From an optimization exercise on the open Yosys and OpenROAD flow, aimed at small area; shortcuts taken in it are not production practice.
RTL that was checked went through simulation tests only; none was proved equivalent to the original.

## top
module top
  (
    input clk,
    input rstn,
    input en,
    input [15 : 0] xin,
    output y
  );
  integer i;
  function [23 : 0] add24;
    input [23 : 0] a;
    input [23 : 0] b;
    input ci;
    integer k;
    reg c;
    begin
      c = ci;
      for (k = 0; k < 24; k = k + 1)
      begin
        add24[k] = a[k] ^ b[k] ^ c;
        c = (a[k] & b[k]) | (c & (a[k] ^ b[k]));
      end
    end
  endfunction
  function geu16;
    input [15 : 0] a;
    input [15 : 0] b;
    integer k;
    reg c;
    begin
      c = 1'b1;
      for (k = 0; k < 16; k = k + 1)
        c = (a[k] & ~b[k]) | (c & (a[k] | ~b[k]));
      geu16 = c;
    end
  endfunction
  function ges16;
    input [15 : 0] a;
    input [15 : 0] b;
    begin
      ges16 = geu16({~a[15], a[14 : 0]}, {~b[15], b[14 : 0]});
    end
  endfunction
  function gec16;
    input [15 : 0] a;
    input [15 : 0] b;
    input ci;
    integer k;
    reg c;
    reg [15 : 0] x;
    reg [15 : 0] z;
    begin
      x = {~a[15], a[14 : 0]};
      z = {~b[15], b[14 : 0]};
      c = ci;
      for (k = 0; k < 16; k = k + 1)
        c = (x[k] & ~z[k]) | (c & (x[k] | ~z[k]));
      gec16 = c;
    end
  endfunction
  function [23 : 0] sx16;
    input [15 : 0] a;
    begin
      sx16 = {{8{a[15]}}, a};
    end
  endfunction
  reg [5 : 0] vcnt;
  wire vld1 = |vcnt;
  wire vld6 = vcnt[5] | vcnt[4] | vcnt[3] | (vcnt[2] & vcnt[1]);
  wire vld12 = vcnt[5] | vcnt[4] | (vcnt[3] & vcnt[2]);
  wire vld16 = vcnt[5] | vcnt[4];
  wire vld29 = vcnt[5] | (vcnt[4] & vcnt[3] & vcnt[2] & (vcnt[1] | vcnt[0]));
  wire vld32 = vcnt[5];
  reg [15 : 0] lx [0 : 11];
  reg [15 : 0] ly0_r, ly1_r;
  wire [15 : 0] ly0 = vld1 ? ly0_r : 16'd0;
  wire [15 : 0] ly1 = vld1 ? ly1_r : 16'd0;
  wire [15 : 0] lx0 = vld1 ? lx[0] : 16'd0;
  wire [15 : 0] lx5 = vld6 ? lx[5] : 16'd0;
  wire [15 : 0] lx11 = vld12 ? lx[11] : 16'd0;
  wire [23 : 0] yl_a = add24({7'd0, ~ly0[15], ly0[14 : 0], 1'b0}, {8'd0, ~lx0[15], lx0[14 : 0]}, 1'b0);
  wire [23 : 0] yl_b = add24(yl_a, {8'd0, ~lx11[15], lx11[14 : 0]}, 1'b0);
  wire [23 : 0] yl_c = add24({7'd0, ~ly1[15], ly1}, {7'd0, ~lx5[15], lx5[14 : 0], 1'b0}, 1'b0);
  wire [23 : 0] yl = add24(yl_b, ~yl_c, 1'b1);
  ...
Size in the first run: ~5800 cells after synthesis, roughly 1800 flip-flops, ~20 I/O pins, ~0.084 sq mm of cells after synthesis.
export LEC_CHECK = 0
export ABC_AREA = 1
export CAP_MARGIN = 20
export CORE_MARGIN = 2
export CORE_UTILIZATION = 80
export CTS_CLUSTER_DIAMETER = 90
export CTS_CLUSTER_SIZE = 24
export SLEW_MARGIN = 20
create_clock -name core_clock -period 80.0 [get_ports {clk}]
standard.sh (not shown) runs the stock make flow with config.mk's settings and CLKGATE_MAP_FILE= SYNTH_SCRIPT=/design/flow/synth_recipe.tcl, a recipe that flattens the netlist after the stock synthesis.
==> flow/flow/run.sh <==
#!/bin/bash
# Standard layout, except that synthesis maps the logic with an area-oriented
# ABC script (flow/abc_area.script).  Yosys, its register handling and every
# later step are the standard ones: synthesis runs with a copy of the ORFS
# scripts folder that differs only in abc_area.script, and the remaining
# steps run with the stock scripts.
set -euo pipefail
here=$(pwd)
rm -rf "$here/synth_scripts"
cp -r "$FLOW_HOME/scripts" "$here/synth_scripts"
cp "$here/flow/abc_area.script" "$here/synth_scripts/abc_area.script"
SCRIPTS_DIR="$here/synth_scripts" bash standard.sh synth > "$here/synth.log" 2>&1
bash standard.sh > "$here/layout.log" 2>&1
==> flow/flow/abc_area.script <==
strash
dc2
dch -f
amap -m -F 2 -A 8
topo
stime -c
Edit:
CORE_UTILIZATION = 65   (was 80)
Routed wire length is lower by a quarter to a third.
Core utilization is lower by 16 points.
Hold slack hardly moves.
Die area is higher by about a fifth.
Clock skew hardly moves.
Critical path depth is unchanged.
Sequential share of layout area is lower by 0.23 points.
Non-clock buffer count is higher by 1.

========
Another version of the RTL of top (not shown whole).
For scale: ~8200 cells after synthesis, roughly 1900 flip-flops, roughly 20 I/O pins.
Settings: LEC_CHECK=0, ABC_AREA=1, CAP_MARGIN=20, CORE_MARGIN=2, CORE_UTILIZATION=65, CTS_BUF_LIST=sky130_fd_sc_hd__clkbuf_8, SLEW_MARGIN=20; clock period 80.0 ns.
run.sh (not shown) runs the stock make flow with config.mk's settings and CLKGATE_MAP_FILE= SYNTH_SCRIPT=/design/flow/synth_recipe.tcl, a recipe that flattens the netlist after the stock synthesis.
Stock flow here: none of the scripts above is used.
==> next run, changes <==
- CTS_BUF_LIST: sky130_fd_sc_hd__clkbuf_8 -> sky130_fd_sc_hd__clkbuf_4
After rerunning: Global-route usage came out higher by 0.17 points. Via count came out higher by a few percent. Critical path depth is unchanged. Routed wire length came out higher slightly. First-iteration DRC count came out higher by a few percent. Final cell count came out higher by a few percent. Final area barely changes. Register-to-register slack gets better by 0.06 ns. Worst setup slack gets better by 0.0046 ns.

========
Setup of R:
Another version of the RTL of top (not shown whole).
For scale: roughly 7700 cells after synthesis, ~1800 flip-flops, about 92000 um2 of cells after synthesis.
==> flow/design.v (excerpt) <==
module top
  (
    input clk,
    input rstn,
    input en,
    input [15 : 0] xin,
    output y
  );
Settings: LEC_CHECK=0, ABC_AREA=1, CAP_MARGIN=20, CORE_MARGIN=2, CORE_UTILIZATION=65, CTS_CLUSTER_DIAMETER=70, CTS_CLUSTER_SIZE=26, SLEW_MARGIN=20; clock period 80.0 ns.
R: no failed stages, no open violations at the end
Changes in P relative to R:
- swapping 70 for 100 in CTS_CLUSTER_DIAMETER
- swapping 26 for 20 in CTS_CLUSTER_SIZE
## What came out
Going from R to P, non-clock buffer share of cell area now sits at about the same level, hold slack has decreased.
No functional check of the RTL was part of any run of this note.

========
## lane 1
Another version of the RTL of top (not shown whole).
Size: about 6200 cells after synthesis, about 1800 flip-flops, about 20 I/O pins, roughly 87000 um2 of cells after synthesis.
export LEC_CHECK = 0
export ABC_AREA = 1
export CAP_MARGIN = 20
export CORE_MARGIN = 2
export CORE_UTILIZATION = 65
export CTS_CLUSTER_DIAMETER = 100
export CTS_CLUSTER_SIZE = 20
export SLEW_MARGIN = 20
create_clock -name core_clock -period 80.0 [get_ports {clk}]
standard.sh (not shown) runs the stock make flow with config.mk's settings and CLKGATE_MAP_FILE= SYNTH_SCRIPT=/design/flow/synth_recipe.tcl, a recipe that flattens the netlist after the stock synthesis.
==> flow/flow/abc_area.script <==
strash
dc2
dch -f
amap
topo
stime -c
buffer -c
upsize -c
dnsize -c
Scripts as last shown in full above: flow/flow/run.sh
For lane 2, these inputs were changed with respect to lane 1:
==> flow/flow/abc_area.script <==
strash
dc2
dch -f
amap -m -F 2 -A 8
topo
stime -c
==> comparison <==
Lane 2: PASS, flow complete, no timing, DRC or antenna violations
Lane 2: final non-filler cell area about 0.7% below lane 1
In the flow results for lane 1 and lane 2, the synthesized cell count is larger on lane 1.
When lane 2 is measured against lane 1, its number of distinct library cells after synthesis turns out 35% lower.
Changes observed in lane 2 relative to lane 1: placement-stage cell area now sits lower, actual transition at the worst max-transition pin now larger.
Delta (lane 2 minus lane 1): clock skew has decreased; die area fell by 1900 um2; share of the core filled with cells higher.
Measured against each other, lane 1 and lane 2 differ in global-route wire length before repair, the higher figure coming from lane 2.
Higher clock-buffer cell count goes to lane 1 over lane 2.
## Diff of input files: lane 3 against lane 2
==> flow/run.sh (new file) <==
#!/bin/bash
# synth_recipe.tcl (not shown) runs the flow's synth.tcl, then flattens the netlist and writes it again
# the make line also repeats each setting of config.mk as NAME=value (left out here)
make -C /OpenROAD-flow-scripts/flow DESIGN_CONFIG=/design/flow/config.mk WORK_HOME=/design/flow/orfs CLKGATE_MAP_FILE= SYNTH_SCRIPT=/design/flow/synth_recipe.tcl finish
removed: flow/flow/run.sh
removed: flow/flow/abc_area.script
removed: flow/standard.sh
==> run notes <==
Lane 3: height of the chip is 11 um higher than what lane 2 reported. Of lane 2 and lane 3, the run reporting the higher critical path depth was lane 2. Beginning of the critical path: rstn -> lane 3, vcnt[1] -> lane 2. Cell at the slowest stage of the critical path = fa_1: lane 2; cell at the slowest stage of the critical path = clkdlybuf4s50_1: lane 3. Between lane 2 and lane 3, the cell area is lower for lane 2. Going from lane 2 to lane 3, length of routed met3 wiring went down 2100 um, count of clock buffers in the final design went up 22%. Going from lane 2 to lane 3, sequential portion of the cell area shrinks by 2.8 points.

========
v6:
Another version of the RTL of top (not shown whole).
Size in the first run: about 5900 cells after synthesis, about 1800 flip-flops, roughly 20 I/O pins, roughly 85000 µm² of cells after synthesis.
==> flow/design.v (excerpt) <==
module top
  (
    input clk,
    input rstn,
    input en,
    input [15 : 0] xin,
    output y
  );
  integer i;
  function [23 : 0] add24;
    input [23 : 0] a;
    input [23 : 0] b;
    input ci;
    integer k;
    reg c;
    begin
      c = ci;
      for (k = 0; k < 24; k = k + 1)
      begin
        add24[k] = a[k] ^ b[k] ^ c;
        c = (a[k] & b[k]) | (c & (a[k] ^ b[k]));
      end
    end
  endfunction
  function geu16;
    input [15 : 0] a;
    input [15 : 0] b;
    integer k;
    reg c;
    begin
      c = 1'b1;
      for (k = 0; k < 16; k = k + 1)
        c = (a[k] & ~b[k]) | (c & (a[k] | ~b[k]));
      geu16 = c;
    end
  endfunction
  function ges16;
    input [15 : 0] a;
    input [15 : 0] b;
    begin
      ges16 = geu16({~a[15], a[14 : 0]}, {~b[15], b[14 : 0]});
    end
  endfunction
  function [23 : 0] sx16;
    input [15 : 0] a;
    begin
      sx16 = {{8{a[15]}}, a};
    end
  endfunction
  reg [5 : 0] vcnt;
  wire vld1 = |vcnt;
  wire vld6 = vcnt[5] | vcnt[4] | vcnt[3] | (vcnt[2] & vcnt[1]);
  wire vld12 = vcnt[5] | vcnt[4] | (vcnt[3] & vcnt[2]);
  wire vld16 = vcnt[5] | vcnt[4];
  wire vld29 = vcnt[5] | (vcnt[4] & vcnt[3] & vcnt[2] & (vcnt[1] | vcnt[0]));
  wire vld32 = vcnt[5];
  reg [15 : 0] lx [0 : 11];
  reg [15 : 0] ly0_r, ly1_r;
  wire [15 : 0] ly0 = vld1 ? ly0_r : 16'd0;
  wire [15 : 0] ly1 = vld1 ? ly1_r : 16'd0;
  wire [15 : 0] lx0 = vld1 ? lx[0] : 16'd0;
  ...
Settings: LEC_CHECK=0, ABC_AREA=1, CAP_MARGIN=20, CORE_MARGIN=2, CORE_UTILIZATION=65, CTS_CLUSTER_DIAMETER=90, CTS_CLUSTER_SIZE=24, SLEW_MARGIN=20; clock period 80.0 ns.
==> flow/flow/run.sh <==
#!/bin/bash
# Standard layout, except that synthesis maps the logic with an area-oriented
# ABC script (flow/abc_area.script).  Yosys, its register handling and every
# later step are the standard ones: synthesis runs with a copy of the ORFS
# scripts folder that differs only in abc_area.script, and the remaining
# steps run with the stock scripts.
set -euo pipefail
here=$(pwd)
rm -rf "$here/synth_scripts"
cp -r "$FLOW_HOME/scripts" "$here/synth_scripts"
cp "$here/flow/abc_area.script" "$here/synth_scripts/abc_area.script"
SCRIPTS_DIR="$here/synth_scripts" bash standard.sh synth > "$here/synth.log" 2>&1
bash standard.sh > "$here/layout.log" 2>&1
==> flow/flow/abc_area.script <==
strash
dc2
dch -f
amap -m -F 2 -A 8
topo
stime -c
Inputs modified between v6 and v7:
# v6
export LEC_CHECK = 0
export ABC_AREA = 1
export CAP_MARGIN = 20
export CORE_MARGIN = 2
export CORE_UTILIZATION = 65
export CTS_CLUSTER_DIAMETER = 90
export CTS_CLUSTER_SIZE = 24
export SLEW_MARGIN = 20
create_clock -name core_clock -period 80.0 [get_ports {clk}]
# v7
export LEC_CHECK = 0
export ABC_AREA = 1
export CAP_MARGIN = 20
export CORE_MARGIN = 2
export CORE_UTILIZATION = 65
export CTS_CLUSTER_DIAMETER = 100
export CTS_CLUSTER_SIZE = 20
export SLEW_MARGIN = 20
create_clock -name core_clock -period 80.0 [get_ports {clk}]
## What came out
Diff v6..v7 | maximum frequency | negligible
v7 against v6: count of clock buffers in the final design increased by 24 relative to the old numbers; routing usage on met1 went up; routed length on met2 up about 0.37%; sequential share of layout area lost 0.23 points.
v6 -> v7: number of buffer and inverter instances along the worst setup path increased by a few percent
Between v6 and v7, the data-path buffer share of cell area in the final layout does not differ in any meaningful way.

-- separate check: timing with driven ports --
The results above use ideal ports. As a check the final layouts listed here were re-extracted and re-timed, cells and wires unchanged. Step 1 (the two cells are an assumption about what drives the block):
set clk [get_ports {clk}]
set_driving_cell -lib_cell sky130_fd_sc_hd__clkbuf_16 $clk
set_driving_cell -lib_cell sky130_fd_sc_hd__buf_2 [delete_from_list [all_inputs] $clk]
Step 2 adds t to the input delays and takes it off the output delays; t is the mean of the earliest and latest rising clock arrival at the registers after step 1. Input paths then give back, and output paths get back, about the clock's delay inside the block. Three values: ideal ports, drivers, drivers and shift; two values: the first two.
run	t, ns	setup WS [ns]	clock arrival spread, ns	pins driven straight from the clock port
the first run of note 1	0.781	37.442 / 37.442 / 37.442	0.062 / 0.062	1
the second run of note 1	0.794	42.687 / 42.687 / 42.687	0.045 / 0.045	1
the first run of note 2	1.031	46.645 / 46.559 / 46.559	0.148 / 0.147	1
the second run of note 2	1.323	46.650 / 46.564 / 46.564	0.175 / 0.175	1
R	0.801	46.693 / 46.642 / 46.642	0.065 / 0.065	1
P	0.795	46.691 / 46.640 / 46.640	0.049 / 0.049	1
lane 1	0.807	46.604 / 46.525 / 46.525	0.061 / 0.061	1
lane 2	0.795	42.147 / 42.147 / 42.147	0.043 / 0.043	1
lane 3	0.800	46.687 / 46.664 / 46.664	0.054 / 0.053	1
v6	0.782	42.425 / 42.425 / 42.425	0.056 / 0.056	1
v7	0.811	42.394 / 42.394 / 42.394	0.037 / 0.038	1
After both steps every run listed still meets setup and hold.
